What follows belongs to an exercise in optimizing a design on an open flow for small area and a short achievable clock period; a production flow would make more cautious choices.
At most, simulation tests tie the RTL to the original design; equivalence was not proved.
Only the layout flow was run in runs 2 and 7; the RTL was not checked for function there.
In runs 5 to 7 the design's own scripts or RTL, not TritonCTS, make the clock network.
No driver is modelled on the clock port, so clock power and skew are understated where the tree is cut down; a real chip needs a root buffer or a tree.
Power and IR drop assume default switching activity.

$ cat flow/run.sh
#!/bin/bash
set -euo pipefail
export BUFFER_PORTS_ARGS="-buffer_cell sky130_fd_sc_hd__buf_2"
export CTS_ARGS="-sink_clustering_enable -repair_clock_nets -dont_use_dummy_load -buf_list sky130_fd_sc_hd__clkbuf_8"
bash standard.sh > flow_standard.log 2>&1
$ cat standard.sh
#!/bin/bash
# synth_recipe.tcl (not shown) runs the flow's synth.tcl, then flattens the netlist and writes it again
# the make line also repeats each setting of config.mk as NAME=value (left out here)
make -C /OpenROAD-flow-scripts/flow DESIGN_CONFIG=/design/flow/config.mk WORK_HOME=/design/flow/orfs CLKGATE_MAP_FILE= SYNTH_SCRIPT=/design/flow/synth_recipe.tcl "${@:-finish}"
$ cat config.mk
export PLATFORM = sky130hd
export DESIGN_NAME = mul_radix2
export DESIGN_NICKNAME = mul_radix2
export VERILOG_FILES = /design/flow/design.v
export SDC_FILE = /design/flow/constraint.sdc
export NUM_CORES = 4
export LEC_CHECK = 0
export CAP_MARGIN = 20
export CORE_MARGIN = 2
export CORE_UTILIZATION = 60
export CTS_BUF_LIST = sky130_fd_sc_hd__clkbuf_8
export CTS_CLUSTER_DIAMETER = 100
export CTS_CLUSTER_SIZE = 40
export SLEW_MARGIN = 20
$ cat constraint.sdc
create_clock -name core_clock -period 10.0 [get_ports {clk}]
set_input_delay 2.0000 -clock core_clock [delete_from_list [all_inputs] [get_ports {clk}]]
set_output_delay 2.0000 -clock core_clock [all_outputs]
set_load 0.01 [all_outputs]
$ cat design.v
module mul_radix2 #(
    parameter int BIT_WIDTH = 32
) (
    input  logic        clk,
    input  logic        rst,
    input  logic        start,
    input  logic [3:0]  data_in,
    output logic [3:0]  data_out,
    output logic        data_out_valid,
    output logic        result_complete,
    output logic        ready
);
    logic [4:0]  cnt;
    logic [31:0] a_reg;
    logic [27:0] s_reg, c_reg;
    logic        cin;
    wire idle = (cnt == 5'd0);
    wire step = cnt[4] | (cnt[3] & (cnt[2:0] != 3'd0));    
    wire a_en = ~cnt[4] & ~cnt[3];                         
    always_ff @(posedge clk) begin
        if (rst)
            cnt <= 5'd0;
        else if (idle)
            cnt <= {4'd0, start};
        else if (cnt[4])
            cnt <= 5'd0;
        else
            cnt <= cnt + 5'd1;
    end
    logic        one0, two0, neg0, one1, two1, neg1;
    logic [3:0]  lr0;                 
    logic [1:0]  lr1;                 
    wire stepn = ~cnt[4] & cnt[3];                         
    wire xm1   = neg1;
    wire [2:0] g0 = {data_in[1], data_in[0], xm1};
    wire [2:0] g1 = {data_in[3], data_in[2], data_in[1]};
    wire n_one0 = stepn & (g0[1] ^ g0[0]);
    wire n_two0 = stepn & ((g0[2] & ~g0[1] & ~g0[0]) | (~g0[2] & g0[1] & g0[0]));
    wire n_neg0 = stepn & g0[2];
    wire n_one1 = stepn & (g1[1] ^ g1[0]);
    wire n_two1 = stepn & ((g1[2] & ~g1[1] & ~g1[0]) | (~g1[2] & g1[1] & g1[0]));
    wire n_neg1 = stepn & g1[2];
    wire [32:0] a_ext = {a_reg, 1'b0};
    logic [3:0] n_lr0;
    logic [1:0] n_lr1;
    always_comb begin
        for (int i = 0; i < 4; i++)
            n_lr0[i] = ((n_one0 & a_ext[i+1]) | (n_two0 & a_ext[i])) ^ n_neg0;
        for (int i = 2; i < 4; i++)
            n_lr1[i-2] = ((n_one1 & a_ext[i-1]) | (n_two1 & a_ext[i-2])) ^ n_neg1;
    end
    always_ff @(posedge clk) begin
        if (a_en)
            a_reg <= {data_in, a_reg[31:4]};
        one0 <= n_one0; two0 <= n_two0; neg0 <= n_neg0;
        one1 <= n_one1; two1 <= n_two1; neg1 <= n_neg1;
        lr0  <= n_lr0;
        lr1  <= n_lr1;
    end
    logic [31:0] r0, r1;
    always_comb begin
        r0[3:0] = lr0;
        for (int i = 4; i < 32; i++)
            r0[i] = ((one0 & a_ext[i+1]) | (two0 & a_ext[i])) ^ neg0;
        r1[0] = neg1;
        r1[1] = neg1;
        r1[3:2] = lr1;
        for (int i = 4; i < 32; i++)
            r1[i] = ((one1 & a_ext[i-1]) | (two1 & a_ext[i-2])) ^ neg1;
    end
    wire [31:0] s_in = {4'd0, s_reg};
    wire [31:0] c_in = {4'd0, c_reg};
    wire [31:0] x  = s_in ^ c_in ^ r0;
    wire [31:0] yc = (s_in & c_in) | (s_in & r0) | (c_in & r0);
    wire [31:0] y  = {yc[30:0], neg0};
    wire [31:0] s1 = x ^ y ^ r1;
    wire [31:0] cc = (x & y) | (x & r1) | (y & r1);
    wire [31:0] c1 = {cc[30:0], neg1};
    wire [4:0] nib = {1'b0, s1[3:0]} + {1'b0, c1[3:0]} + {4'd0, cin};
    always_ff @(posedge clk) begin
        s_reg    <= s1[31:4];
        c_reg    <= c1[31:4];
        cin      <= nib[4];
        data_out <= nib[3:0];
    end
    always_ff @(posedge clk) begin
        if (rst) begin
            ready           <= 1'b1;
            data_out_valid  <= 1'b0;
            result_complete <= 1'b0;
        end else begin
            ready           <= idle;
            data_out_valid  <= step;
            result_complete <= cnt[4];
        end
    end
endmodule
==> results of run 1 <==
-- synth_stat cells (all sizes together), types with 6 or more instances --
master and number:
o21ai 6, inv 26, dfxtp 81, nor2 10, edfxtp 32, nor3b 7, a22oi 56, xnor2 61
buf 23, a21oi 9, ha 8, a31oi 8, fa 58, and3b 6
-- power breakdown --
group          switching [uW]  internal, uW  total, uW
Sequential               11.2           480        491
Clock                     152           149        301
Combinational            9.15          8.31       17.5
Total                     172           637        809
-- per-stage QoR --
stage          total power, uW  instances  area (um2)
2_1_floorplan              510        430        5560
3_3_place_gp               517        532        5660
3_5_place_dp               518        532        5660
4_1_cts                    816        549        5890
5_1_grt                    843        549        5890
6_report                   809        549        5890
-- final cells by class --
type                            instances  share of cell area
Inverter                               26              0.0166
Tap cell                              111              0.0236
Clock buffer                           17              0.0397
Sequential cell                       113               0.439
Multi-Input combinational cell        267               0.468
Timing Repair Buffer                   15              0.0136
-- worst min path at each step --
stage,startpoint,endpoint,slack [ps],cells past startpoint
6_report,a_reg[31]$_DFFE_PP_,a_reg[27]$_DFFE_PP_,480,0
5_1_grt,a_reg[31]$_DFFE_PP_,a_reg[27]$_DFFE_PP_,500,0
4_1_cts,a_reg[31]$_DFFE_PP_,a_reg[27]$_DFFE_PP_,490,0
3_5_place_dp,a_reg[31]$_DFFE_PP_,a_reg[27]$_DFFE_PP_,460,0
3_3_place_gp,a_reg[31]$_DFFE_PP_,a_reg[27]$_DFFE_PP_,450,0
2_1_floorplan,a_reg[31]$_DFFE_PP_,a_reg[27]$_DFFE_PP_,430,0
-- cells in the final DEF, fill, tap and decap left out --
cell       Yosys  routed
o2111ai_1      1       1
or4b_1         1       1
nand3_1        4       4
xor2_1         3       3
inv_1         26      26
dfxtp_1       81      79
and2_1         2       2
nand2_1        2       2
or2b_1         1       1
nor3b_1        7       7
ha_1           8       8
fa_1          58      58
and2b_1        1       1
o21bai_1       1       1
and3_2         1       1
o21a_1         1       1
a22oi_1       56      56
o21ai_0        6       6
buf_4          4       2
nor3_1         3       3
and3b_1        6       6
a2111oi_2      1       1
nor2_2         0       1
or3_1          2       2
a31oi_1        8       8
or3b_4         1       1
o21ba_2        1       1
buf_2         19      13
nand2b_1       4       4
nor2_1        10       9
and3_1         3       3
dfxtp_2        0       2
nor2b_1        2       2
edfxtp_1      32      32
mux2i_1        1       1
o31ai_1        2       2
xnor2_1       61      61
clkbuf_8       0      17
a21oi_1        9       9
-- logic make-up (layout without fill, tap and decap cells) --
family                   after synthesis  count (layout)  share of synthesized area
XOR/XNOR                              64              64                      0.101
adder cells (fa/ha/maj)               66              66                      0.227
AO/OA/AOI/OAI                         86              86                      0.110
AND/OR/NAND/NOR                       50              50                     0.0558
buffers and inverters                 50              58                     0.0407
multiplexers                           1               1                    0.00180
flip-flops                           113             113                      0.464
-- metal layers --
| metal | wire [um] | share of wire | vias up | GRT usage |
|---|---|---|---|---|
| li1 | - | - | 1481 | - |
| met1 | 4240 | 0.47 | 1495 | 0.272 |
| met2 | 4330 | 0.48 | 60 | 0.325 |
| met3 | 287 | 0.032 | 9 | 0.0696 |
| met4 | 91 | 0.010 | 0 | 0.0632 |
| met5 | 0 | 0 | - | 0 |
==> out/metrics.yaml, run 1 <==
route:
  wire_per_inst_um: 16.3
  vias: 3045
  via_per_inst: 5.55
  antenna_left: 0
  drtPass1Iterations: 4
  routed_wirelength_mm: 8.95
  drt_iter0_markers: 139
  drc: 0
grt:
  grt_pass1_vias: 3166
  track_usage: 0.206
  grt_max_degree: 41
  grt_antenna_before_repair: 0
  gr-total-overflow: 0
  grt_pass1_wl_mm: 15.6
critical_path:
  r2r_start: "one0$_DFF_P_"
  worst_setup_path_start_kind: "register"
  cp_max_fo: 1
  cp_cell_sequence: "buf_2"
  r2r_slack_ps: 7390
  critPathRequiredTime_ps: 8000
  crit_end: "ready"
  crit_family: "flip-flops"
  critPathMaxStageDelay_ps: 310
  cp_slowest_cell: "dfxtp_1"
  crit_buf_inv: 1
  path_depth: 1
  r2r_end: "s_reg[3]$_DFF_P_"
  crit_arrival_ps: 850
  cp-startpoint: "ready$_SDFF_PP1_"
  reg2reg_depth: 4
  worstSetupPathType: "register to output pin"
  crit_path_end_kind: "output pin"
die:
  die-area_mm2: 0.0101
  rows: 35
  floorplan.initialDensity: 0.610
  boundaryPins: 14
  die_h_um: 100
  core_mm2: 0.00911
  die_x_um: 100
finish:
  regArea_mm2: 0.00258
  largest_reg_flops: 32
  final_nets: 513
  diodes: 0
  fillers: 723
  synthToLayoutAreaGrowth_pct: 5.92
  multiInputGateArea_mm2: 0.00275
  final_util: 0.647
  drive_gt1_frac: 0.0890
status:
  status: "complete, no violations"
clock_network:
  cts.sink_count: 113
  insertion_delay_ps: 420
  clock_path_buffers: 2
  ctsResizeCount: 0
  clkTransAtPathRegs_ps: 70
  root_buffer: "clkbuf_8"
  htreeDepth: 4
  cts_setup_buffers: 0
  cts_buffers: 17
  hold_buffers: 0
  cts_tree: "done"
timing:
  tightest_slew_ps: 1050
  whs_ps: 480
  setup_viol: 0
  slew_violations: 0
  fin_setup_tns_ps: 0
  hold_viol_final: 0
  maxSlewHeadroom: 0.300
  fmax_ghz: 0.350
  final_critical_path_setup_slack_ps: 7150
  min_period_ps: 2850
  fin_crit_sh: 0.285
  rsz0062_at_grt: "false"
  clock_skew_ps: 23.2
synth:
  syn_nets: 503
  synth.avg_cell_area_um2: 12.9
  async_flop_share: 0
  synth_area_mm2: 0.00556
  synth_seq_cells: 113
  yosysUniqueCellTypes: 37
  synth_edf_count: 32
  ys_seq_area_frac: 0.464
  syn_inst: 430
  synth_top_area_cell: "dfxtp_1"
  synth_area_leaders: "dfxtp_1 29%, fa_1 21%, edfxtp_1 17%, xnor2_1 9.6%, a22oi_1 7.6%"
  synth_warnings: 1
  synth_top_area_frac: 0.292
  synth-main-ff-cell: "dfxtp_1"
placement:
  dp_hpwl_mm: 6.13
  dpl_worst_slack_ps: 7070
  portBuffers: 13
  gp_congestion: 0.726
power_and_ir_drop:
  ir_worst_vdd_v: 0.0000852
  p_per_area_mw_per_mm2: 137
  power.leakage_uw: 0.00241
flow_run:
  drv_cap: 0
worst_hold_path:
  hold_class: "register to register"
==> run 2, diff against run 1 <==
--- a/design.v
+++ b/design.v
@@ -12,5 +12,5 @@
 );
     logic [4:0]  cnt;
-    logic [31:0] a_reg;
+    logic [31:0] a_n;      
     logic [27:0] s_reg, c_reg;
     logic        cin;
@@ -41,5 +41,5 @@
     wire n_two1 = stepn & ((g1[2] & ~g1[1] & ~g1[0]) | (~g1[2] & g1[1] & g1[0]));
     wire n_neg1 = stepn & g1[2];
-    wire [32:0] a_ext = {a_reg, 1'b0};
+    wire [32:0] a_ext = {~a_n, 1'b0};
     logic [3:0] n_lr0;
     logic [1:0] n_lr1;
@@ -52,5 +52,5 @@
     always_ff @(posedge clk) begin
         if (a_en)
-            a_reg <= {data_in, a_reg[31:4]};
+            a_n <= {~data_in, a_n[31:4]};
         one0 <= n_one0; two0 <= n_two0; neg0 <= n_neg0;
         one1 <= n_one1; two1 <= n_two1; neg1 <= n_neg1;
--- a/config.mk
+++ b/config.mk
@@ -6,9 +6,7 @@
 export NUM_CORES = 4
 export LEC_CHECK = 0
+export ABC_AREA = 1
 export CAP_MARGIN = 20
 export CORE_MARGIN = 2
 export CORE_UTILIZATION = 60
-export CTS_BUF_LIST = sky130_fd_sc_hd__clkbuf_8
-export CTS_CLUSTER_DIAMETER = 100
-export CTS_CLUSTER_SIZE = 40
 export SLEW_MARGIN = 20
==> out/metrics.yaml, run 2 <==
finish:
  diodes: 0  # unchanged
  synthToLayoutAreaGrowth_pct: 6.68  # was 5.92%
  final_nets: 529  # was 513
  largest_reg_flops: 32  # unchanged
  regArea_mm2: 0.00258  # about the same
  multiInputGateArea_mm2: 0.00252  # was 0.00275 mm2
  most-common-layout-cells: "80 x dfxtp_1, 58 x xor2_1, 58 x fa_1, 55 x o22ai_1, 36 x inv_1"  # was 79 x dfxtp_1, 61 x xnor2_1, 58 x fa_1, 56 x a22oi_1, 32 x edfxtp_1
  layout_commonest_cell: "dfxtp_1"  # unchanged
  final_util: 0.659  # was 0.647
  postLayoutCellArea_mm2: 0.00572  # was 0.00589 mm2
  drive_gt1_frac: 0.0969  # was 0.0890
  fillers: 698  # was 723
timing:
  final_critical_path_setup_slack_ps: 7160  # was 7150 ps
  tightest_slew_ps: 1010  # was 1050 ps
  clock_skew_ps: 21.4  # was 23.2 ps
  rsz0062_at_grt: "false"  # unchanged
  fin_crit_sh: 0.284  # was 0.285
  hold_viol_final: 0  # unchanged
  maxSlewHeadroom: 0.324  # was 0.300
  min_period_ps: 2840  # was 2850 ps
  setup_viol: 0  # unchanged
  slew_violations: 0  # unchanged
  fmax_ghz: 0.352  # was 0.350 GHz
  fin_setup_tns_ps: 0  # unchanged
synth:
  yosys.area_share.adder: 0.235  # was 0.227
  synth_top_family_by_area: "adder cells"  # unchanged
  yosys-mux-area-fraction: 0  # was 0.00180
  synth.avg_cell_area_um2: 12.3  # was 12.9 um2
  synth_area_mm2: 0.00536  # was 0.00556 mm2
  synth_seq_cells: 113  # unchanged
  yosysUniqueCellTypes: 26  # was 37
  syn_inst: 437  # was 430
  syn_nets: 510  # was 503
  yosysMostFrequentCell: "dfxtp_1"  # unchanged
  synth_compound_area_frac: 0.0750  # was 0.110
  synth_edf_count: 32  # unchanged
  ys_seq_area_frac: 0.482  # was 0.464
  synth_top_area_frac: 0.303  # was 0.292
  synth-main-ff-cell: "dfxtp_1"  # unchanged
  synth_area_leaders: "dfxtp_1 30%, fa_1 22%, edfxtp_1 18%, xor2_1 9.5%, o22ai_1 6.4%"  # was dfxtp_1 29%, fa_1 21%, edfxtp_1 17%, xnor2_1 9.6%, a22oi_1 7.6%
  synth_top_area_cell: "dfxtp_1"  # unchanged
  synthTopCellsByCount: "81 x dfxtp_1, 58 x fa_1, 58 x xor2_1"  # was 81 x dfxtp_1, 61 x xnor2_1, 58 x fa_1
  synth_simple_gate_area_frac: 0.0624  # was 0.0558
  async_flop_share: 0  # unchanged
  synth_warnings: 1  # unchanged
  synth_xor_area_frac: 0.0981  # was 0.101
placement:
  dp_hpwl_mm: 6.25  # was 6.13 mm
  dpl_worst_slack_ps: 7140  # was 7070 ps
  placed_cell_area_mm2: 0.00548  # was 0.00566 mm2
  portBuffers: 13  # unchanged
  gp_congestion: 0.790  # was 0.726
critical_path:
  crit_path_end_kind: "output pin"  # unchanged
  r2r_end: "s_reg[12]$_DFF_P_"  # was s_reg[3]$_DFF_P_
  crit_buf_inv: 1  # unchanged
  worst_setup_path_start_kind: "register"  # unchanged
  cp-startpoint: "result_complete$_SDFF_PP0_"  # was ready$_SDFF_PP1_
  critPathMaxStageDelay_ps: 310  # about the same
  cp_slowest_cell: "dfxtp_1"  # unchanged
  cp_cell_sequence: "buf_2"  # unchanged
  crit_family: "flip-flops"  # unchanged
  r2r_start: "neg0$_DFF_P_"  # was one0$_DFF_P_
  critPathRequiredTime_ps: 8000  # about the same
  cp_max_fo: 1  # unchanged
  worstSetupPathType: "register to output pin"  # unchanged
  crit_arrival_ps: 840  # was 850 ps
  reg2reg_depth: 4  # unchanged
  r2r_slack_ps: 7420  # was 7390 ps
route:
  antenna_left: 0  # unchanged
  drtPass1Iterations: 5  # was 4
  drt_iter0_markers: 139  # unchanged
  drc: 0  # unchanged
  vias: 3119  # was 3045
  routed_wirelength_mm: 9.03  # was 8.95 mm
  wire_per_inst_um: 16.1  # was 16.3 um
  via_per_inst: 5.55  # about the same
grt:
  track_usage: 0.210  # was 0.206
  gr-total-overflow: 0  # unchanged
  grt_pass1_vias: 3237  # was 3166
  grt_pass1_wl_mm: 15.5  # was 15.6 mm
  grt_antenna_before_repair: 0  # unchanged
  grt_max_degree: 35  # was 41
power_and_ir_drop:
  power.total_uw: 798  # was 809 uW
  p_per_area_mw_per_mm2: 140  # was 137 mW/mm2
  clkPwrFrac: 0.374  # was 0.372
  p_switching_uw: 166  # was 172 uW
  switching_share: 0.208  # was 0.213
  ir_worst_vdd_v: 0.0000785  # was 0.0000852 V
  intPower_uw: 632  # was 637 uW
  p_comb_frac: 0.013  # was 0.022
  seqPwrFrac: 0.613  # was 0.607
  power.leakage_uw: 0.00291  # was 0.00241 uW
die:
  die_x_um: 98.5  # was 100 um
  rows: 34  # was 35
  die_h_um: 98.5  # was 100 um
  floorplan.initialDensity: 0.617  # was 0.610
  core_mm2: 0.00868  # was 0.00911 mm2
  boundaryPins: 14  # unchanged
  die-area_mm2: 0.00970  # was 0.0101 mm2
clock_network:
  insertion_delay_ps: 410  # was 420 ps
  clkTransAtPathRegs_ps: 60  # was 70 ps
  hold_buffers: 0  # unchanged
  cts_tree: "done"  # unchanged
  ctsResizeCount: 0  # unchanged
  cts_setup_buffers: 0  # unchanged
  root_buffer: "clkbuf_8"  # unchanged
  htreeDepth: 4  # unchanged
  cts_buffers: 17  # unchanged
  clock_path_buffers: 2  # unchanged
  cts.sink_count: 113  # unchanged
worst_hold_path:
  whs_endpoint: "a_n[26]$_DFFE_PP_"  # was a_reg[27]$_DFFE_PP_
  hold_path_depth: 0  # unchanged
  hp-start: "a_n[30]$_DFFE_PP_"  # was a_reg[31]$_DFFE_PP_
  hold_class: "register to register"  # unchanged
status:
  status: "complete, no violations"  # unchanged
flow_run:
  drv_cap: 0  # unchanged
==> run 2: cell type report <==
type,count,area share
multi-input combinational,267,0.442
tap,108,0.0236
clock buffer,17,0.0409
inverter,42,0.0276
timing repair buffer,15,0.0140
sequential,113,0.452
==> run 2: routing by layer <==
metal  wire [um]  GRT usage  share of wire
met1        4200      0.281           0.46
met2        4360      0.322           0.48
met3         292     0.0553          0.032
met4         179      0.102          0.020
met5           0          0              0
==> run 2: stage by stage <==
stage	std cells	hold slack (ps)
6_report	562	491
5_1_grt	562	507
4_1_cts	562	496
3_5_place_dp	545	480
3_3_place_gp	545	473
2_1_floorplan	437	427
==> run 2: power groups by stage <==
stage	logic [uW]	clock network [uW]	registers [uW]
finish	10.2	299	489
global route	12.0	325	490
CTS	10.2	307	489
detailed placement	10.1	0	498
global placement	9.72	0	498
floorplan	6.36	0	495
==> run 2: worst max-delay path by stage <==
stage,end,slack [ps],cells past startpoint
floorplan,lr0[1]$_DFF_P_,7420,6
global placement,lr0[3]$_DFF_P_,7180,7
detailed placement,lr0[2]$_DFF_P_,7140,7
CTS,result_complete,7130,1
global route,data_out_valid,7120,1
finish,result_complete,7160,1
==> run 2: logic make-up after synthesis <==
kind of cell / Yosys count
xor gates and xnor gates: 60
DFF: 113
and+or+nand+nor: 75
AOI/OAI and AO/OA: 66
buffers and inverters: 57
adders and majority gates: 66
==> run 3, diff against run 2 <==
--- a/design.v
+++ b/design.v
@@ -11,25 +11,39 @@
     output logic        ready
 );
-    logic [4:0]  cnt;
+    logic [2:0]  m;
+    wire  s_idle = (ready & ~m[0]) | result_complete;
+    wire  s_one  = ready & m[0];
+    wire  s_recv = ~ready & ~data_out_valid;               
+    wire  s_step = data_out_valid & ~result_complete;      
+    always_ff @(posedge clk) begin
+        if (rst) begin
+            ready           <= 1'b1;
+            data_out_valid  <= 1'b0;
+            result_complete <= 1'b0;
+            m               <= 3'd0;
+        end else if (s_idle) begin
+            ready           <= 1'b1;
+            data_out_valid  <= 1'b0;
+            result_complete <= 1'b0;
+            m               <= {2'd0, start};
+        end else if (s_one) begin
+            ready           <= 1'b0;
+            m               <= 3'd0;
+        end else if (s_recv) begin
+            if (m == 3'd7) data_out_valid <= 1'b1;
+            m <= m + 3'd1;
+        end else begin
+            if (m == 3'd6) result_complete <= 1'b1;
+            m <= m + 3'd1;
+        end
+    end
+    wire a_en  = ~((s_recv & m[2] & m[1]) | s_step);
+    wire stepn = (s_recv & m[2] & m[1]) | (s_step & ~(m[2] & m[1]));
     logic [31:0] a_n;      
     logic [27:0] s_reg, c_reg;
     logic        cin;
-    wire idle = (cnt == 5'd0);
-    wire step = cnt[4] | (cnt[3] & (cnt[2:0] != 3'd0));    
-    wire a_en = ~cnt[4] & ~cnt[3];                         
-    always_ff @(posedge clk) begin
-        if (rst)
-            cnt <= 5'd0;
-        else if (idle)
-            cnt <= {4'd0, start};
-        else if (cnt[4])
-            cnt <= 5'd0;
-        else
-            cnt <= cnt + 5'd1;
-    end
     logic        one0, two0, neg0, one1, two1, neg1;
     logic [3:0]  lr0;                 
     logic [1:0]  lr1;                 
-    wire stepn = ~cnt[4] & cnt[3];                         
     wire xm1   = neg1;
     wire [2:0] g0 = {data_in[1], data_in[0], xm1};
@@ -84,14 +98,3 @@
         data_out <= nib[3:0];
     end
-    always_ff @(posedge clk) begin
-        if (rst) begin
-            ready           <= 1'b1;
-            data_out_valid  <= 1'b0;
-            result_complete <= 1'b0;
-        end else begin
-            ready           <= idle;
-            data_out_valid  <= step;
-            result_complete <= cnt[4];
-        end
-    end
 endmodule
==> out/metrics.yaml, run 3 <==
placement:
  portBuffers: 13  # unchanged
  placed_cell_area_mm2: 0.00548  # about the same
  gp_congestion: 0.751  # was 0.790
  dp_hpwl_mm: 6.26  # was 6.25 mm
power_and_ir_drop:
  power.leakage_uw: 0.00286  # was 0.00291 uW
  ir_worst_vdd_v: 0.0000730  # was 0.0000785 V
  p_per_area_mw_per_mm2: 125  # was 140 mW/mm2
  power.total_uw: 701  # was 798 uW
timing:
  clock_skew_ps: 30.8  # was 21.4 ps
  fin_crit_sh: 0.297  # was 0.284
  min_period_ps: 2970  # was 2840 ps
  maxSlewHeadroom: 0.337  # was 0.324
  slew_violations: 0  # unchanged
  fmax_ghz: 0.337  # was 0.352 GHz
  fin_setup_tns_ps: 0  # unchanged
  hold_viol_final: 0  # unchanged
  rsz0062_at_grt: "false"  # unchanged
  tightest_slew_ps: 994  # was 1010 ps
  setup_viol: 0  # unchanged
clock_network:
  clkTransAtPathRegs_ps: 90  # was 60 ps
  cts_setup_buffers: 0  # unchanged
  hold_buffers: 0  # unchanged
  ctsResizeCount: 0  # unchanged
  root_buffer: "clkbuf_8"  # unchanged
  insertion_delay_ps: 370  # was 410 ps
  cts.sink_count: 111  # was 113
  clock_path_buffers: 2  # unchanged
  cts_tree: "done"  # unchanged
  htreeDepth: 3  # was 4
  cts_buffers: 9  # was 17
finish:
  layout_commonest_cell: "dfxtp_1"  # unchanged
  multiInputGateArea_mm2: 0.00256  # was 0.00252 mm2
  most-common-layout-cells: "78 x dfxtp_1, 58 x fa_1, 57 x xor2_1, 55 x o22ai_1"  # was 80 x dfxtp_1, 58 x xor2_1, 58 x fa_1, 55 x o22ai_1, 36 x inv_1
  diodes: 0  # unchanged
  final_nets: 517  # was 529
  synthToLayoutAreaGrowth_pct: 4.04  # was 6.68%
  postLayoutCellArea_mm2: 0.00560  # was 0.00572 mm2
  regArea_mm2: 0.00254  # was 0.00258 mm2
  fillers: 726  # was 698
  final_util: 0.642  # was 0.659
  largest_reg_flops: 32  # unchanged
  drive_gt1_frac: 0.109  # was 0.0969
critical_path:
  reg2reg_depth: 4  # unchanged
  worst_setup_path_start_kind: "register"  # unchanged
  r2r_start: "neg1$_DFF_P_"  # was neg0$_DFF_P_
  crit_path_end_kind: "output pin"  # unchanged
  r2r_slack_ps: 7730  # was 7420 ps
  r2r_end: "cin$_DFF_P_"  # was s_reg[12]$_DFF_P_
  crit_family: "flip-flops"  # unchanged
  cp_cell_sequence: "buf_2"  # unchanged
  critPathMaxStageDelay_ps: 440  # was 310 ps
  crit_arrival_ps: 970  # was 840 ps
  cp_slowest_cell: "dfxtp_1"  # unchanged
  crit_buf_inv: 1  # unchanged
  critPathRequiredTime_ps: 8000  # about the same
  worstSetupPathType: "register to output pin"  # unchanged
  cp_max_fo: 5  # was 1
grt:
  grt_pass1_wl_mm: 14.4  # was 15.5 mm
  grt_antenna_before_repair: 0  # unchanged
  gr-total-overflow: 0  # unchanged
  grt_pass1_vias: 2987  # was 3237
  track_usage: 0.191  # was 0.210
  grt_max_degree: 35  # unchanged
synth:
  syn_inst: 433  # was 437
  synth-main-ff-cell: "dfxtp_1"  # unchanged
  synthTopCellsByCount: "79 x dfxtp_1, 58 x fa_1, 57 x xor2_1"  # was 81 x dfxtp_1, 58 x fa_1, 58 x xor2_1
  synth_top_area_cell: "dfxtp_1"  # unchanged
  ys_seq_area_frac: 0.472  # was 0.482
  synth_top_area_frac: 0.294  # was 0.303
  yosysUniqueCellTypes: 30  # was 26
  syn_nets: 507  # was 510
  synth_warnings: 1  # unchanged
  synth_area_mm2: 0.00538  # was 0.00536 mm2
  yosysMostFrequentCell: "dfxtp_1"  # unchanged
  synth_seq_cells: 111  # was 113
  async_flop_share: 0  # unchanged
  synth_edf_count: 32  # unchanged
  synth_area_leaders: "dfxtp_1 29%, fa_1 22%, edfxtp_1 18%, xor2_1 9.3%, o22ai_1 6.4%"  # was dfxtp_1 30%, fa_1 22%, edfxtp_1 18%, xor2_1 9.5%, o22ai_1 6.4%
  synth.avg_cell_area_um2: 12.4  # was 12.3 um2
route:
  via_per_inst: 5.43  # was 5.55
  drtPass1Iterations: 4  # was 5
  routed_wirelength_mm: 8.59  # was 9.03 mm
  drc: 0  # unchanged
  antenna_left: 0  # unchanged
  wire_per_inst_um: 15.6  # was 16.1 um
  vias: 2979  # was 3119
  drt_iter0_markers: 126  # was 139
die:
  core_mm2: 0.00872  # was 0.00868 mm2
  die_h_um: 98.7  # was 98.5 um
  floorplan.initialDensity: 0.617  # about the same
  die_x_um: 98.7  # was 98.5 um
  rows: 34  # unchanged
  die-area_mm2: 0.00974  # was 0.00970 mm2
  boundaryPins: 14  # unchanged
worst_hold_path:
  hold_path_depth: 0  # unchanged
  hp-start: "a_n[31]$_DFFE_PN_"  # was a_n[30]$_DFFE_PP_
  whs_endpoint: "a_n[27]$_DFFE_PN_"  # was a_n[26]$_DFFE_PP_
  hold_class: "register to register"  # unchanged
status:
  status: "complete, no violations"  # unchanged
flow_run:
  drv_cap: 0  # unchanged
run 3: cell count changes after synthesis, moves of 2 or more:
cell	delta
inv_2	+3
dfxtp_1	-2
inv_1	-2
buf_2	-2
nor2_1	-8
o21ai_0	-2
nand3_1	-5
nand3_2	+6
nor3_1	+2
nand2_2	+2
buf_6	+2
run 3: report_power, final:
part / internal [uW] / switching (uW) / total [uW] / leakage, uW
Clock: 81.3 / 131 / 212 / 0.0000647
Combinational: 3.83 / 5.91 / 9.75 / 0.00182
Sequential: 470 / 9.29 / 479 / 0.000976
run 3: cell families after synthesis:
family | after synthesis | share of synthesized area
AOI/OAI and AO/OA | 65 | 0.0751
xor gates and xnor gates | 59 | 0.0960
adders and majority gates | 67 | 0.237
buffers and inverters | 59 | 0.0537
DFF | 111 | 0.472
and+or+nand+nor | 72 | 0.0662
run 3: layout make-up:
class | count | share of cell area
multi-input cells | 263 | 0.456
flip-flops and latches | 111 | 0.454
inverters | 43 | 0.0288
well taps | 108 | 0.0241
clock buffers | 9 | 0.0221
repair buffers | 15 | 0.0143
run 3: worst max path at each step:
stage	start	end	slack, ps	depth (start not counted)
5_1_grt	data_out_valid$_SDFFE_PP0P_	data_out_valid	6950	1
3_3_place_gp	data_in[0]	lr0[0]$_DFF_P_	7160	6
6_report	data_out_valid$_SDFFE_PP0P_	data_out_valid	7030	1
3_5_place_dp	data_in[0]	lr0[0]$_DFF_P_	7120	6
4_1_cts	data_out_valid$_SDFFE_PP0P_	data_out_valid	7010	1
2_1_floorplan	data_in[0]	lr0[0]$_DFF_P_	7370	5
run 3: per-stage QoR:
step,hold slack [ps],instances,setup slack (ps)
global placement,460,540,7160
finish,453,549,7030
CTS,453,549,7010
global route,459,549,6950
detailed placement,451,540,7120
floorplan,427,433,7370
run 3: layer usage:
layer / vias up / part of all wire / track usage
met4: 0 / 0.015 / 0.0580
met1: 1480 / 0.46 / 0.260
met2: 34 / 0.50 / 0.311
met3: 11 / 0.025 / 0.0454
met5: - / 0 / 0
li1: 1454 / - / -
==> run 4, diff against run 3 <==
==> flow/run.sh (replaced) <==
#!/bin/bash
set -euo pipefail
export BUFFER_PORTS_ARGS="-buffer_cell sky130_fd_sc_hd__buf_2"
export CTS_ARGS="-sink_clustering_enable -repair_clock_nets -dont_use_dummy_load -buf_list sky130_fd_sc_hd__clkbuf_8 -root_buf sky130_fd_sc_hd__clkbuf_16"
bash standard.sh > flow_standard.log 2>&1
--- a/config.mk
+++ b/config.mk
@@ -9,4 +9,4 @@
 export CAP_MARGIN = 20
 export CORE_MARGIN = 2
-export CORE_UTILIZATION = 60
+export CORE_UTILIZATION = 70
 export SLEW_MARGIN = 20
==> out/metrics.yaml, run 4 <==
status:
  status: "complete, no violations"  # unchanged
grt:
  grtUsageMet2: 0.411  # was 0.311
  grt_busiest_layer: "met2"  # unchanged
  gr-total-overflow: 0  # unchanged
  grt_pass1_vias: 3191  # was 2987
  grt_pass1_wl_mm: 15.4  # was 14.4 mm
  track_usage: 0.239  # was 0.191
  grt_max_degree: 35  # unchanged
  met1_usage: 0.307  # was 0.260
  grt_antenna_before_repair: 0  # unchanged
  grt_use_met3: 0.0559  # was 0.0454
die:
  core_mm2: 0.00733  # was 0.00872 mm2
  boundaryPins: 14  # unchanged
  rows: 31  # was 34
  die_x_um: 91.7  # was 98.7 um
  floorplan.initialDensity: 0.734  # was 0.617
  die-area_mm2: 0.00841  # was 0.00974 mm2
  die_h_um: 91.7  # was 98.7 um
finish:
  layout_commonest_cell: "dfxtp_1"  # unchanged
  final_nets: 517  # unchanged
  most-common-layout-cells: "78 x dfxtp_1, 58 x fa_1, 57 x xor2_1, 55 x o22ai_1"  # unchanged
  drive_gt1_frac: 0.109  # unchanged
  synthToLayoutAreaGrowth_pct: 5.72  # was 4.04%
  postLayoutCellArea_mm2: 0.00569  # was 0.00560 mm2
  regArea_mm2: 0.00254  # unchanged
  diodes: 0  # unchanged
  multiInputGateArea_mm2: 0.00256  # unchanged
  largest_reg_flops: 32  # unchanged
  fillers: 463  # was 726
  final_util: 0.776  # was 0.642
power_and_ir_drop:
  power.leakage_uw: 0.00290  # was 0.00286 uW
  p_per_area_mw_per_mm2: 138  # was 125 mW/mm2
  ir_worst_vdd_v: 0.000101  # was 0.0000730 V
route:
  drt_iter0_markers: 167  # was 126
  vias: 3061  # was 2979
  via_per_inst: 5.67  # was 5.43
  wire_per_inst_um: 17.1  # was 15.6 um
  drtPass1Iterations: 5  # was 4
  antenna_left: 0  # unchanged
  drc: 0  # unchanged
  routed_wirelength_mm: 9.24  # was 8.59 mm
synth:
  synth.avg_cell_area_um2: 12.4  # unchanged
  yosysMostFrequentCell: "dfxtp_1"  # unchanged
  synth_edf_count: 32  # unchanged
  synth_warnings: 1  # unchanged
  synth_area_leaders: "dfxtp_1 29%, fa_1 22%, edfxtp_1 18%, xor2_1 9.3%, o22ai_1 6.4%"  # unchanged
  synthTopCellsByCount: "79 x dfxtp_1, 58 x fa_1, 57 x xor2_1"  # unchanged
  ys_seq_area_frac: 0.472  # unchanged
  syn_inst: 433  # unchanged
  syn_nets: 507  # unchanged
  async_flop_share: 0  # unchanged
  yosysUniqueCellTypes: 30  # unchanged
  synth_top_area_cell: "dfxtp_1"  # unchanged
  synth_top_area_frac: 0.294  # unchanged
  synth_seq_cells: 111  # unchanged
  synth-main-ff-cell: "dfxtp_1"  # unchanged
  synth_area_mm2: 0.00538  # unchanged
clock_network:
  cts_tree: "done"  # unchanged
  cts_buffers: 9  # unchanged
  clkTransAtPathRegs_ps: 70  # was 90 ps
  cts.sink_count: 111  # unchanged
  insertion_delay_ps: 340  # was 370 ps
  ctsResizeCount: 0  # unchanged
  clock_path_buffers: 2  # unchanged
  hold_buffers: 0  # unchanged
  htreeDepth: 3  # unchanged
  cts_setup_buffers: 0  # unchanged
  root_buffer: "clkbuf_16"  # was clkbuf_8
timing:
  rsz0062_at_grt: "false"  # unchanged
  min_period_ps: 2940  # was 2970 ps
  fin_crit_sh: 0.294  # was 0.297
  whs_ps: 474  # was 453 ps
  hold_viol_final: 0  # unchanged
  clock_skew_ps: 16.4  # was 30.8 ps
  slew_violations: 0  # unchanged
  tightest_slew_ps: 1010  # was 994 ps
  maxSlewHeadroom: 0.327  # was 0.337
  fmax_ghz: 0.340  # was 0.337 GHz
  setup_viol: 0  # unchanged
  fin_setup_tns_ps: 0  # unchanged
critical_path:
  worst_setup_path_start_kind: "register"  # unchanged
  cp_max_fo: 5  # unchanged
  critPathMaxStageDelay_ps: 430  # was 440 ps
  worstSetupPathType: "register to output pin"  # unchanged
  critPathRequiredTime_ps: 8000  # about the same
  crit_path_end_kind: "output pin"  # unchanged
  crit_buf_inv: 1  # unchanged
  cp_cell_sequence: "buf_2"  # unchanged
  crit_arrival_ps: 940  # was 970 ps
  crit_family: "flip-flops"  # unchanged
  cp_slowest_cell: "dfxtp_1"  # unchanged
placement:
  portBuffers: 13  # unchanged
  placed_cell_area_mm2: 0.00547  # was 0.00548 mm2
  dp_hpwl_mm: 6.23  # was 6.26 mm
  gp_congestion: 0.777  # was 0.751
worst_hold_path:
  hold_class: "register to register"  # unchanged
flow_run:
  drv_cap: 0  # unchanged
[run 4: cell counts after synthesis]
No cell type changed its count.
[run 4: cell families after synthesis]
kind of cell / count (synthesis) / share of synthesized area
XOR/XNOR: 59 / 0.0960
adder cells (fa/ha/maj): 67 / 0.237
AND/OR/NAND/NOR: 72 / 0.0662
buffers and inverters: 59 / 0.0537
AO/OA/AOI/OAI: 65 / 0.0751
flip-flops: 111 / 0.472
[run 4: path summary, 6_finish.rpt]
kind | from | slack [ps] | endpoint | cells past startpoint
worst max-delay path | data_out_valid$_SDFFE_PP0P_ | 7060 | data_out_valid | 1
worst min-delay path | a_n[31]$_DFFE_PN_ | 470 | a_n[27]$_DFFE_PN_ | 0
worst max register to register | neg1$_DFF_P_ | 7710 | data_out[3]$_DFF_P_ | 5
worst min register to register | a_n[31]$_DFFE_PN_ | 470 | a_n[27]$_DFFE_PN_ | 0
[run 4: stage by stage]
step                      power, uW  cells  setup WS [ps]
after floorplan                 492    433           7370
after global placement          498    531           7160
after detailed placement        499    531           7130
after CTS                       792    540           7050
after global routing            811    540           7030
final                           787    540           7060
[run 4: layout make-up]
cell class	instances	area share
sequential	111	0.447
tap	99	0.0218
inverter	43	0.0284
clock buffer	9	0.0396
timing repair buffer	15	0.0141
multi-input combinational	263	0.449
[run 4: where the power goes]
part | leakage [uW] | internal, uW | switching, uW | total [uW]
clock network | 0.000111 | 159 | 138 | 297
registers | 0.000976 | 470 | 9.57 | 480
logic | 0.00182 | 3.84 | 5.95 | 9.79
[run 4: metal layers]
layer | wire length, um | part of all wire
met5 | 0 | 0
met3 | 363 | 0.039
met1 | 3900 | 0.42
met4 | 130 | 0.014
met2 | 4840 | 0.52
==> run 5, diff against run 4 <==
==> flow/run.sh (replaced) <==
#!/bin/bash
set -euo pipefail
export BUFFER_PORTS_ARGS="-buffer_cell sky130_fd_sc_hd__buf_2"
export CTS_ARGS="-sink_clustering_enable -repair_clock_nets -dont_use_dummy_load -buf_list sky130_fd_sc_hd__clkbuf_8"
export POST_CTS_TCL="$(pwd)/flow/cts_post.tcl"
bash standard.sh > flow_standard.log 2>&1
==> flow/cts_post.tcl (new file) <==
# Replace the H-tree that clock_tree_synthesis built with a flat tree: the clock port
# drives NGRP buffers, each driving the flip-flops of one region of the core.
set ngrp 4
set bufcell sky130_fd_sc_hd__clkbuf_16
set block [ord::get_db_block]
set db [ord::get_db]
set clk_net [$block findNet clk]

# the flip-flop clock pins and the clock buffers, by walking the clock nets from the port
set sinks {}
set bufs {}
set todo [list $clk_net]
set nets {}
while {[llength $todo]} {
  set net [lindex $todo 0]
  set todo [lrange $todo 1 end]
  lappend nets $net
  foreach it [$net getITerms] {
    if {[$it isOutputSignal]} { continue }
    set inst [$it getInst]
    set m [[$inst getMaster] getName]
    if {[string match "*clkbuf*" $m] || [string match "*clkinv*" $m] || [string match "*buf*" $m] || [string match "*inv*" $m]} {
      lappend bufs $inst
      foreach o [$inst getITerms] {
        if {[$o isOutputSignal] && [$o getNet] ne "NULL"} { lappend todo [$o getNet] }
      }
    } else {
      lappend sinks $it
    }
  }
}
puts "flat clock: [llength $sinks] sinks, removing [llength $bufs] buffers"
foreach it $sinks { $it disconnect }
foreach inst $bufs {
  foreach o [$inst getITerms] { if {[$o getNet] ne "NULL"} { $o disconnect } }
  odb::dbInst_destroy $inst
}
foreach net $nets { if {$net ne $clk_net} { odb::dbNet_destroy $net } }

# split the sinks into ngrp groups: by x into halves, then each half by y
proc sink_xy {it} {
  set b [[$it getInst] getBBox]
  return [list [expr {([$b xMin] + [$b xMax]) / 2}] [expr {([$b yMin] + [$b yMax]) / 2}]]
}
set pts {}
foreach it $sinks { lappend pts [concat [sink_xy $it] [list $it]] }
set byx [lsort -integer -index 0 $pts]
set half [expr {[llength $byx] / 2}]
set groups {}
foreach part [list [lrange $byx 0 [expr {$half - 1}]] [lrange $byx $half end]] {
  if {$ngrp == 4} {
    set byy [lsort -integer -index 1 $part]
    set h2 [expr {[llength $byy] / 2}]
    lappend groups [lrange $byy 0 [expr {$h2 - 1}]] [lrange $byy $h2 end]
  } else {
    lappend groups $part
  }
}
set master [$db findMaster $bufcell]
set g 0
foreach grp $groups {
  set sx 0; set sy 0
  foreach p $grp { incr sx [lindex $p 0]; incr sy [lindex $p 1] }
  set cx [expr {$sx / [llength $grp]}]
  set cy [expr {$sy / [llength $grp]}]
  set b [odb::dbInst_create $block $master "clkflat_$g"]
  $b setLocation $cx $cy
  $b setPlacementStatus PLACED
  set n [odb::dbNet_create $block "clkflat_net_$g"]
  $n setSigType CLOCK
  [$b findITerm A] connect $clk_net
  [$b findITerm X] connect $n
  foreach p $grp { [lindex $p 2] connect $n }
  puts "group $g: [llength $grp] sinks, buffer at $cx $cy"
  incr g
}
detailed_placement
estimate_parasitics -placement
report_checks -path_delay min_max -format end -group_path_count 3
report_clock_skew
--- a/config.mk
+++ b/config.mk
@@ -9,4 +9,4 @@
 export CAP_MARGIN = 20
 export CORE_MARGIN = 2
-export CORE_UTILIZATION = 70
+export CORE_UTILIZATION = 60
 export SLEW_MARGIN = 20
==> out/metrics.yaml, run 5 <==
synth:
  ys_seq_area_frac: 0.472  # unchanged
  synthTopCellsByCount: "79 x dfxtp_1, 58 x fa_1, 57 x xor2_1"  # unchanged
  synth_edf_count: 32  # unchanged
  yosysUniqueCellTypes: 30  # unchanged
  yosysMostFrequentCell: "dfxtp_1"  # unchanged
  synth_top_area_frac: 0.294  # unchanged
  synth_top_area_cell: "dfxtp_1"  # unchanged
  synth_warnings: 1  # unchanged
  async_flop_share: 0  # unchanged
  synth_area_mm2: 0.00538  # unchanged
  synth.avg_cell_area_um2: 12.4  # unchanged
  synth_area_leaders: "dfxtp_1 29%, fa_1 22%, edfxtp_1 18%, xor2_1 9.3%, o22ai_1 6.4%"  # unchanged
  synth-main-ff-cell: "dfxtp_1"  # unchanged
  synth_seq_cells: 111  # unchanged
  syn_nets: 507  # unchanged
  syn_inst: 433  # unchanged
power_and_ir_drop:
  p_per_area_mw_per_mm2: 120  # was 138 mW/mm2
  power.leakage_uw: 0.00284  # was 0.00290 uW
  ir_worst_vdd_v: 0.0000772  # was 0.000101 V
timing:
  fin_crit_sh: 0.278  # was 0.294
  hold_viol_final: 0  # unchanged
  fmax_ghz: 0.360  # was 0.340 GHz
  clock_skew_ps: 10.1  # was 16.4 ps
  min_period_ps: 2780  # was 2940 ps
  slew_violations: 0  # unchanged
  fin_setup_tns_ps: 0  # unchanged
  rsz0062_at_grt: "false"  # unchanged
  tightest_slew_ps: 1010  # about the same
  maxSlewHeadroom: 0.324  # was 0.327
  setup_viol: 0  # unchanged
die:
  boundaryPins: 14  # unchanged
  floorplan.initialDensity: 0.617  # was 0.734
  rows: 34  # was 31
  core_mm2: 0.00872  # was 0.00733 mm2
  die_h_um: 98.7  # was 91.7 um
  die_x_um: 98.7  # was 91.7 um
  die-area_mm2: 0.00974  # was 0.00841 mm2
finish:
  final_nets: 512  # was 517
  drive_gt1_frac: 0.0986  # was 0.109
  largest_reg_flops: 32  # unchanged
  synthToLayoutAreaGrowth_pct: 3.60  # was 5.72%
  diodes: 0  # unchanged
  final_cell_count_no_fill: 544  # was 540
  most-common-layout-cells: "78 x dfxtp_1, 58 x fa_1, 57 x xor2_1, 55 x o22ai_1"  # unchanged
  layout_commonest_cell: "dfxtp_1"  # unchanged
critical_path:
  critPathMaxStageDelay_ps: 440  # was 430 ps
  worstSetupPathType: "register to output pin"  # unchanged
  cp_slowest_cell: "dfxtp_1"  # unchanged
  cp_max_fo: 5  # unchanged
  critPathRequiredTime_ps: 8000  # about the same
  crit_buf_inv: 1  # unchanged
  worst_setup_path_start_kind: "register"  # unchanged
  crit_family: "flip-flops"  # unchanged
  cp_cell_sequence: "buf_2"  # unchanged
  crit_path_end_kind: "output pin"  # unchanged
  crit_arrival_ps: 780  # was 940 ps
grt:
  grtUsageMet2: 0.306  # was 0.411
  grt_pass1_wl_mm: 14.2  # was 15.4 mm
  grt_max_degree: 35  # unchanged
  met1_usage: 0.262  # was 0.307
  grt_busiest_layer: "met2"  # unchanged
  grt_use_met3: 0.0340  # was 0.0559
  grt_antenna_before_repair: 0  # unchanged
  grt_pass1_vias: 2926  # was 3191
  gr-total-overflow: 0  # unchanged
  track_usage: 0.185  # was 0.239
placement:
  place_inst: 540  # was 531
  dp_hpwl_mm: 6.26  # was 6.23 mm
  gp_congestion: 0.751  # was 0.777
  portBuffers: 13  # unchanged
flow_run:
  drv_cap: 0  # unchanged
route:
  antenna_left: 0  # unchanged
  via_per_inst: 5.43  # was 5.67
  vias: 2954  # was 3061
  drc: 0  # unchanged
  drtPass1Iterations: 5  # unchanged
  wire_per_inst_um: 15.5  # was 17.1 um
  routed_wirelength_mm: 8.42  # was 9.24 mm
  drt_iter0_markers: 102  # was 167
status:
  status: "complete, no violations"  # unchanged
clock_network:
  insertion_delay_ps: 160  # was 340 ps
  clkTransAtPathRegs_ps: 100  # was 70 ps
  cts.sink_count: 111  # unchanged
worst_hold_path:
  hold_class: "register to register"  # unchanged
-- run 5: cell type report --
type | count | area (um2)
Buffer | 4 | 100
Timing Repair Buffer | 15 | 80.1
Sequential cell | 111 | 2540
Multi-Input combinational cell | 263 | 2560
Inverter | 43 | 161
Tap cell | 108 | 135
Fill cell | 722 | 3140
-- run 5: metal layers --
layer,share of wire,up-vias
met4,0.011,0
li1,-,1442
met5,0,-
met1,0.47,1471
met2,0.50,34
met3,0.022,7
-- run 5: cells by family (layout without fill, tap and decap cells) --
family,after synthesis,after routing,synth area share
xor+xnor,59,59,0.0960
flops,111,111,0.472
simple gates,72,72,0.0662
compound gates,65,65,0.0751
fa+ha+maj,67,67,0.237
buf+inv,59,62,0.0537
-- run 5: power by group --
group          switching (uW)  internal, uW
Sequential               9.32           470
Combinational            5.89          3.83
Clock                     107          73.9
-- run 5: path summary, 6_finish.rpt --
kind	from	end	slack, ps	cells after the start
setup / recovery	data_out_valid$_SDFFE_PP0P_	data_out_valid	7220	1
hold / removal	a_n[31]$_DFFE_PN_	a_n[27]$_DFFE_PN_	480	0
setup reg to reg	neg1$_DFF_P_	cin$_DFF_P_	7700	4
hold reg to reg	a_n[31]$_DFFE_PN_	a_n[27]$_DFFE_PN_	480	0
-- run 5: per-stage QoR --
stage	setup WS, ps	power, uW	area (um2)	hold WS (ps)	util
2_1_floorplan	7370	492	5380	427	-
3_3_place_gp	7160	499	5480	460	0.628
3_5_place_dp	7120	499	5480	451	0.628
5_1_grt	7170	692	5580	493	0.639
6_report	7220	670	5580	476	0.639
==> run 6, diff against run 5 <==
==> flow/run.sh (replaced) <==
#!/bin/bash
set -euo pipefail
export BUFFER_PORTS_ARGS="-buffer_cell sky130_fd_sc_hd__buf_2"
export CTS_ARGS="-sink_clustering_enable -repair_clock_nets -dont_use_dummy_load -buf_list sky130_fd_sc_hd__clkbuf_8"
export SETUP_SLACK_MARGIN=7.4
export POST_CTS_TCL="$(pwd)/flow/cts_post.tcl"
bash standard.sh > flow_standard.log 2>&1
==> out/metrics.yaml, run 6 <==
status:
  status: "complete, no violations"  # unchanged
power_and_ir_drop:
  ir_worst_vdd_v: 0.000118  # was 0.0000772 V
  power.leakage_uw: 0.00289  # was 0.00284 uW
  p_per_area_mw_per_mm2: 117  # was 120 mW/mm2
synth:
  synth_warnings: 1  # unchanged
  syn_inst: 433  # unchanged
  yosysMostFrequentCell: "dfxtp_1"  # unchanged
  synth_area_leaders: "dfxtp_1 29%, fa_1 22%, edfxtp_1 18%, xor2_1 9.3%, o22ai_1 6.4%"  # unchanged
  synth_area_mm2: 0.00538  # unchanged
  yosysUniqueCellTypes: 30  # unchanged
  syn_nets: 507  # unchanged
  synth_top_area_frac: 0.294  # unchanged
  ys_seq_area_frac: 0.472  # unchanged
  synth-main-ff-cell: "dfxtp_1"  # unchanged
  synthTopCellsByCount: "79 x dfxtp_1, 58 x fa_1, 57 x xor2_1"  # unchanged
  synth.avg_cell_area_um2: 12.4  # unchanged
  synth_seq_cells: 111  # unchanged
  synth_top_area_cell: "dfxtp_1"  # unchanged
  async_flop_share: 0  # unchanged
  synth_edf_count: 32  # unchanged
timing:
  slew_violations: 0  # unchanged
  fin_crit_sh: 0.264  # was 0.278
  fmax_ghz: 0.379  # was 0.360 GHz
  whs_ps: 472  # was 476 ps
  tightest_slew_ps: 1060  # was 1010 ps
  min_period_ps: 2640  # was 2780 ps
  clock_skew_ps: 9.90  # was 10.1 ps
  rsz0062_at_grt: "true"  # was false
  maxSlewHeadroom: 0.294  # was 0.324
  hold_viol_final: 0  # unchanged
  fin_setup_tns_ps: 0  # unchanged
  setup_viol: 0  # unchanged
worst_hold_path:
  hold_class: "register to register"  # unchanged
  hold_path_depth: 0  # unchanged
  whs_endpoint: "a_n[27]$_DFFE_PN_"  # unchanged
  hp-start: "a_n[31]$_DFFE_PN_"  # unchanged
critical_path:
  cp_slowest_cell: "nor2_4"  # was dfxtp_1
  r2r_start: "neg1$_DFF_P_"  # unchanged
  crit_arrival_ps: 2750  # was 780 ps
  critPathRequiredTime_ps: 10110  # was 8000 ps
  cpMostUsedCell: "nand2_1"
  crit_buf_inv: 1  # unchanged
  crit_path_end_kind: "register"  # was output pin
  reg2reg_depth: 4  # unchanged
  cp_cell_sequence: "buf_8 > nor2_4 > nand2_2 > nand2_4 > nand3_2 > nand2_1 > nand2_1 > nand2_1"  # was buf_2
  crit_family: "simple AND/OR/NAND/NOR gates"  # was flip-flops
  cp_max_fo: 4  # was 5
  r2r_end: "cin$_DFF_P_"  # unchanged
  critPathMaxStageDelay_ps: 150  # was 440 ps
  worst_setup_path_start_kind: "input port"  # was register
  r2r_slack_ps: 7630  # was 7700 ps
  worstSetupPathType: "input port to register"  # was register to output pin
die:
  core_mm2: 0.00872  # unchanged
  rows: 34  # unchanged
  floorplan.initialDensity: 0.617  # unchanged
  die-area_mm2: 0.00974  # unchanged
  die_x_um: 98.7  # unchanged
  die_h_um: 98.7  # unchanged
  boundaryPins: 14  # unchanged
clock_network:
  clkTransAtPathRegs_ps: 100  # about the same
  insertion_delay_ps: 170  # was 160 ps
  cts.sink_count: 111  # unchanged
grt:
  grt_antenna_before_repair: 0  # unchanged
  track_usage: 0.187  # was 0.185
  grt_pass1_vias: 3092  # was 2926
  grt_max_degree: 35  # unchanged
  gr-total-overflow: 0  # unchanged
  met1_usage: 0.259  # was 0.262
  grt_busiest_layer: "met2"  # unchanged
  grt_pass1_wl_mm: 14.6  # was 14.2 mm
  grt_use_met3: 0.0376  # was 0.0340
  grtUsageMet2: 0.310  # was 0.306
route:
  drt_iter0_markers: 127  # was 102
  vias: 3036  # was 2954
  antenna_left: 0  # unchanged
  routed_wirelength_mm: 8.64  # was 8.42 mm
  drc: 0  # unchanged
  via_per_inst: 5.52  # was 5.43
  wire_per_inst_um: 15.7  # was 15.5 um
  drtPass1Iterations: 4  # was 5
finish:
  most-common-layout-cells: "75 x dfxtp_1, 58 x fa_1, 57 x xor2_1, 55 x o22ai_1, 33 x inv_1"  # was 78 x dfxtp_1, 58 x fa_1, 57 x xor2_1, 55 x o22ai_1
  final_nets: 518  # was 512
  synthToLayoutAreaGrowth_pct: 6.95  # was 3.60%
  drive_gt1_frac: 0.156  # was 0.0986
  layout_commonest_cell: "dfxtp_1"  # unchanged
  largest_reg_flops: 32  # unchanged
  fillers: 662  # was 722
  diodes: 0  # unchanged
placement:
  portBuffers: 13  # unchanged
  dp_hpwl_mm: 6.18  # was 6.26 mm
  gp_congestion: 0.740  # was 0.751
flow_run:
  drv_cap: 0  # unchanged
[run 6: logic make-up after synthesis]
group / after synthesis / share of synthesized area
AO/OA/AOI/OAI: 65 / 0.0751
XOR/XNOR: 59 / 0.0960
adder cells (fa/ha/maj): 67 / 0.237
buffers and inverters: 59 / 0.0537
flip-flops: 111 / 0.472
AND/OR/NAND/NOR: 72 / 0.0662
[run 6: area by class of cell]
class,instances,area (um2),share of cell area
inverters,43,161,0.0280
repair buffers,21,156,0.0272
plain buffers,4,100,0.0174
well taps,108,135,0.0235
multi-input cells,263,2650,0.461
flip-flops and latches,111,2550,0.443
[run 6: per-layer routing]
layer  wire length (um)  share of wire  vias up
met4                 90          0.010        0
met1               3970           0.46     1525
li1                   -              -     1458
met3                251          0.029        7
met5                  0              0        -
met2               4330           0.50       46
[run 6: report_power, final]
part | internal (uW) | leakage, uW | switching (uW) | total [uW]
logic | 6.47 | 0.00186 | 8.08 | 14.6
registers | 470 | 0.000977 | 9.41 | 479
clock network | 73.9 | 0.0000493 | 107 | 181
[run 6: metrics by stage]
step / power, uW / util / setup WS, ps / instance area, um2 / instances
6_report: 674 / 0.660 / 7360 / 5760 / 550
5_1_grt: 697 / 0.660 / 7300 / 5760 / 550
3_5_place_dp: 499 / 0.629 / 7130 / 5480 / 540
3_3_place_gp: 499 / 0.629 / 7140 / 5480 / 540
2_1_floorplan: 493 / - / 7370 / 5390 / 433
[run 6: worst max-delay path by stage]
stage | from | endpoint | slack [ps] | depth (start not counted)
finish | data_in[0] | lr0[3]$_DFF_P_ | 7360 | 8
global route | data_in[0] | lr0[3]$_DFF_P_ | 7300 | 8
detailed placement | data_in[0] | lr0[0]$_DFF_P_ | 7130 | 6
global placement | data_in[0] | lr0[0]$_DFF_P_ | 7140 | 6
floorplan | data_in[0] | lr0[0]$_DFF_P_ | 7370 | 5
==> run 7, diff against run 6 <==
--- a/design.v
+++ b/design.v
@@ -44,6 +44,4 @@
     logic        cin;
     logic        one0, two0, neg0, one1, two1, neg1;
-    logic [3:0]  lr0;                 
-    logic [1:0]  lr1;                 
     wire xm1   = neg1;
     wire [2:0] g0 = {data_in[1], data_in[0], xm1};
@@ -56,12 +54,4 @@
     wire n_neg1 = stepn & g1[2];
     wire [32:0] a_ext = {~a_n, 1'b0};
-    logic [3:0] n_lr0;
-    logic [1:0] n_lr1;
-    always_comb begin
-        for (int i = 0; i < 4; i++)
-            n_lr0[i] = ((n_one0 & a_ext[i+1]) | (n_two0 & a_ext[i])) ^ n_neg0;
-        for (int i = 2; i < 4; i++)
-            n_lr1[i-2] = ((n_one1 & a_ext[i-1]) | (n_two1 & a_ext[i-2])) ^ n_neg1;
-    end
     always_ff @(posedge clk) begin
         if (a_en)
@@ -69,16 +59,12 @@
         one0 <= n_one0; two0 <= n_two0; neg0 <= n_neg0;
         one1 <= n_one1; two1 <= n_two1; neg1 <= n_neg1;
-        lr0  <= n_lr0;
-        lr1  <= n_lr1;
     end
     logic [31:0] r0, r1;
     always_comb begin
-        r0[3:0] = lr0;
-        for (int i = 4; i < 32; i++)
+        for (int i = 0; i < 32; i++)
             r0[i] = ((one0 & a_ext[i+1]) | (two0 & a_ext[i])) ^ neg0;
         r1[0] = neg1;
         r1[1] = neg1;
-        r1[3:2] = lr1;
-        for (int i = 4; i < 32; i++)
+        for (int i = 2; i < 32; i++)
             r1[i] = ((one1 & a_ext[i-1]) | (two1 & a_ext[i-2])) ^ neg1;
     end
==> out/metrics.yaml, run 7 <==
status:
  status: "complete, no violations"  # unchanged
clock_network:
  clkTransAtPathRegs_ps: 100  # about the same
  insertion_delay_ps: 160  # was 170 ps
  cts.sink_count: 105  # was 111
worst_hold_path:
  whs_endpoint: "a_n[27]$_DFFE_PN_"  # unchanged
  hold_class: "register to register"  # unchanged
  hp-start: "a_n[31]$_DFFE_PN_"  # unchanged
  hold_path_depth: 0  # unchanged
route:
  via_per_inst: 5.39  # was 5.52
  drt_iter0_markers: 138  # was 127
  drc: 0  # unchanged
  antenna_left: 0  # unchanged
  wire_per_inst_um: 16.4  # was 15.7 um
  drtPass1Iterations: 4  # unchanged
  vias: 2916  # was 3036
  routed_wirelength_mm: 8.90  # was 8.64 mm
finish:
  synthToLayoutAreaGrowth_pct: 8.38  # was 6.95%
  most-common-layout-cells: "66 x dfxtp_1, 60 x xor2_1, 57 x fa_1, 55 x o22ai_1, 34 x inv_1"  # was 75 x dfxtp_1, 58 x fa_1, 57 x xor2_1, 55 x o22ai_1, 33 x inv_1
  final_nets: 512  # was 518
  layout_commonest_cell: "dfxtp_1"  # unchanged
  largest_reg_flops: 32  # unchanged
  diodes: 0  # unchanged
  final_util: 0.678  # was 0.660
  drive_gt1_frac: 0.151  # was 0.156
  final_cell_count_no_fill: 541  # was 550
synth:
  synth_top_area_cell: "dfxtp_1"  # unchanged
  yosysMostFrequentCell: "dfxtp_1"  # unchanged
  synth_area_mm2: 0.00519  # was 0.00538 mm2
  synth_edf_count: 32  # unchanged
  yosysUniqueCellTypes: 23  # was 30
  syn_inst: 417  # was 433
  synth_seq_cells: 105  # was 111
  syn_nets: 491  # was 507
  synth_top_area_frac: 0.281  # was 0.294
  synth_warnings: 1  # unchanged
  ys_seq_area_frac: 0.466  # was 0.472
  synth_area_leaders: "dfxtp_1 28%, fa_1 22%, edfxtp_1 19%, xor2_1 10%, o22ai_1 7.0%"  # was dfxtp_1 29%, fa_1 22%, edfxtp_1 18%, xor2_1 9.3%, o22ai_1 6.4%
  async_flop_share: 0  # unchanged
  synth.avg_cell_area_um2: 12.5  # was 12.4 um2
  synthTopCellsByCount: "73 x dfxtp_1, 61 x xor2_1, 58 x fa_1, 58 x o22ai_1, 41 x inv_1"  # was 79 x dfxtp_1, 58 x fa_1, 57 x xor2_1
  synth-main-ff-cell: "dfxtp_1"  # unchanged
critical_path:
  worst_setup_path_start_kind: "register"  # was input port
  reg2reg_depth: 12  # was 4
  r2r_end: "data_out[3]$_DFF_P_"  # was cin$_DFF_P_
  r2r_slack_ps: 7340  # was 7630 ps
  worstSetupPathType: "register to register"  # was input port to register
  critPathRequiredTime_ps: 10070  # was 10110 ps
  crit_arrival_ps: 2730  # was 2750 ps
  crit_path_end_kind: "register"  # unchanged
  r2r_start: "one0$_DFF_P_"  # was neg1$_DFF_P_
  cp_max_fo: 5  # was 4
power_and_ir_drop:
  p_comb_frac: 0.014  # was 0.022
  p_switching_uw: 118  # was 124 uW
  seqPwrFrac: 0.709  # was 0.711
  power.leakage_uw: 0.00283  # was 0.00289 uW
  clkPwrFrac: 0.277  # was 0.268
  p_per_area_mw_per_mm2: 114  # was 117 mW/mm2
  switching_share: 0.184  # about the same
  intPower_uw: 524  # was 550 uW
  ir_worst_vdd_v: 0.000112  # was 0.000118 V
timing:
  fin_crit_sh: 0.266  # was 0.264
  setup_viol: 0  # unchanged
  final_critical_path_setup_slack_ps: 7340  # was 7360 ps
  min_period_ps: 2660  # was 2640 ps
  rsz0062_at_grt: "true"  # unchanged
  maxSlewHeadroom: 0.631  # was 0.294
  clock_skew_ps: 10.0  # was 9.90 ps
  fmax_ghz: 0.375  # was 0.379 GHz
  hold_viol_final: 0  # unchanged
  slew_violations: 0  # unchanged
  whs_ps: 466  # was 472 ps
  tightest_slew_ps: 554  # was 1060 ps
  fin_setup_tns_ps: 0  # unchanged
die:
  die_x_um: 97.0  # was 98.7 um
  boundaryPins: 14  # unchanged
  die_h_um: 97.0  # was 98.7 um
  rows: 33  # was 34
  die-area_mm2: 0.00942  # was 0.00974 mm2
  core_mm2: 0.00830  # was 0.00872 mm2
  floorplan.initialDensity: 0.626  # was 0.617
placement:
  place_inst: 519  # was 540
  portBuffers: 13  # unchanged
  gp_congestion: 0.771  # was 0.740
  dpl_worst_slack_ps: 6690  # was 7130 ps
  dp_hpwl_mm: 5.90  # was 6.18 mm
grt:
  gr-total-overflow: 0  # unchanged
  grt_antenna_before_repair: 0  # unchanged
  track_usage: 0.197  # was 0.187
  grt_max_degree: 37  # was 35
  grt_pass1_vias: 3026  # was 3092
  grt_pass1_wl_mm: 14.9  # was 14.6 mm
flow_run:
  drv_cap: 0  # unchanged
run 7: per-stage QoR:
| stage | area, um2 | power [uW] |
|---|---|---|
| global placement | 5260 | 472 |
| detailed placement | 5260 | 472 |
| finish | 5630 | 642 |
| global route | 5630 | 663 |
| floorplan | 5190 | 466 |
run 7: worst max-delay path by stage:
| stage | from | endpoint |
|---|---|---|
| 6_report | one0$_DFF_P_ | data_out[3]$_DFF_P_ |
| 5_1_grt | one0$_DFF_P_ | data_out[3]$_DFF_P_ |
| 3_5_place_dp | neg0$_DFF_P_ | data_out[2]$_DFF_P_ |
| 3_3_place_gp | neg0$_DFF_P_ | data_out[2]$_DFF_P_ |
| 2_1_floorplan | data_out_valid$_SDFFE_PP0P_ | a_n[0]$_DFFE_PN_ |
run 7: final cells by class:
type / count / area, um2
buffer: 4 / 100
fill: 619 / 2670
inverter: 43 / 169
multi-input combinational: 251 / 2550
sequential: 105 / 2440
tap: 105 / 131
timing repair buffer: 31 / 226
timing repair inverter: 2 / 15.0
run 7: cell families after synthesis:
kind of cell	share of synthesized area
simple gates	0.0407
compound gates	0.0819
buf+inv	0.0595
flops	0.466
xor+xnor	0.106
fa+ha+maj	0.245
run 7: routing by layer:
metal  share of wire  up-vias  wire length, um  track usage
met1            0.47     1466             4150        0.282
met4           0.011        0               95       0.0433
li1                -     1411                -            -
met3           0.025        9              223       0.0224
met2            0.50       30             4430        0.330
met5               0        -                0            0
run 7: critical path: stages, from the launching register on:
cell	delay, ps
dfxtp_4	380
clkinvlp_4	130
o22ai_2	220
xor2_1	120
fa_1	510
inv_2	40
fa_1	480
inv_2	50
ha_4	300
nand2_2	40
nand3b_1	160
nand3_1	80
nand2_1	50
run 7: power by group through the flow:
stage,logic [uW],clock network (uW),registers [uW]
3_5_place_dp,6.81,0,465
2_1_floorplan,4.23,0,462
6_report,8.71,178,455
3_3_place_gp,6.69,0,465
5_1_grt,9.83,196,457

## separate check: timing with driven ports
The flow's constraints put no driver on any port. The routed layouts listed below were extracted and timed again, unchanged, in two steps.
Step 1 sets driving cells, clkbuf_16 on the clock port and buf_2 on the other inputs (assumed; they add their load-dependent delay and slew).
Step 2 adds t to the input delays and takes it off the output delays; t is the mean of the earliest and latest rising clock arrival at the registers after step 1. Input paths then give back, and output paths get back, about the clock's delay inside the block.
a / b / c = no drivers / after step 1 / after step 2; a / b = the first two.
run	t (ns)	setup slack, ns	worst setup path at the end	worst register clock-pin slew, ns
run 1	0.444	7.146 / 7.113 / 7.037	input to register	0.07 / 0.07
run 2	0.438	7.161 / 7.128 / 7.123	input to register	0.07 / 0.07
run 3	0.390	7.032 / 6.998 / 7.117	input to register	0.11 / 0.11
run 4	0.364	7.062 / 7.028 / 7.114	input to register	0.07 / 0.07
run 5	0.238	7.223 / 7.144 / 7.134	input to register	0.10 / 0.10
run 6	0.247	7.365 / 7.283 / 7.166	input to register	0.10 / 0.10
run 7	0.238	7.336 / 7.305 / 7.336	register to register	0.10 / 0.10
After both steps every run listed still meets setup and hold. The setup slack of run 6, which loses most, moves by -0.082 ns with the drivers and by -0.199 ns with both steps.
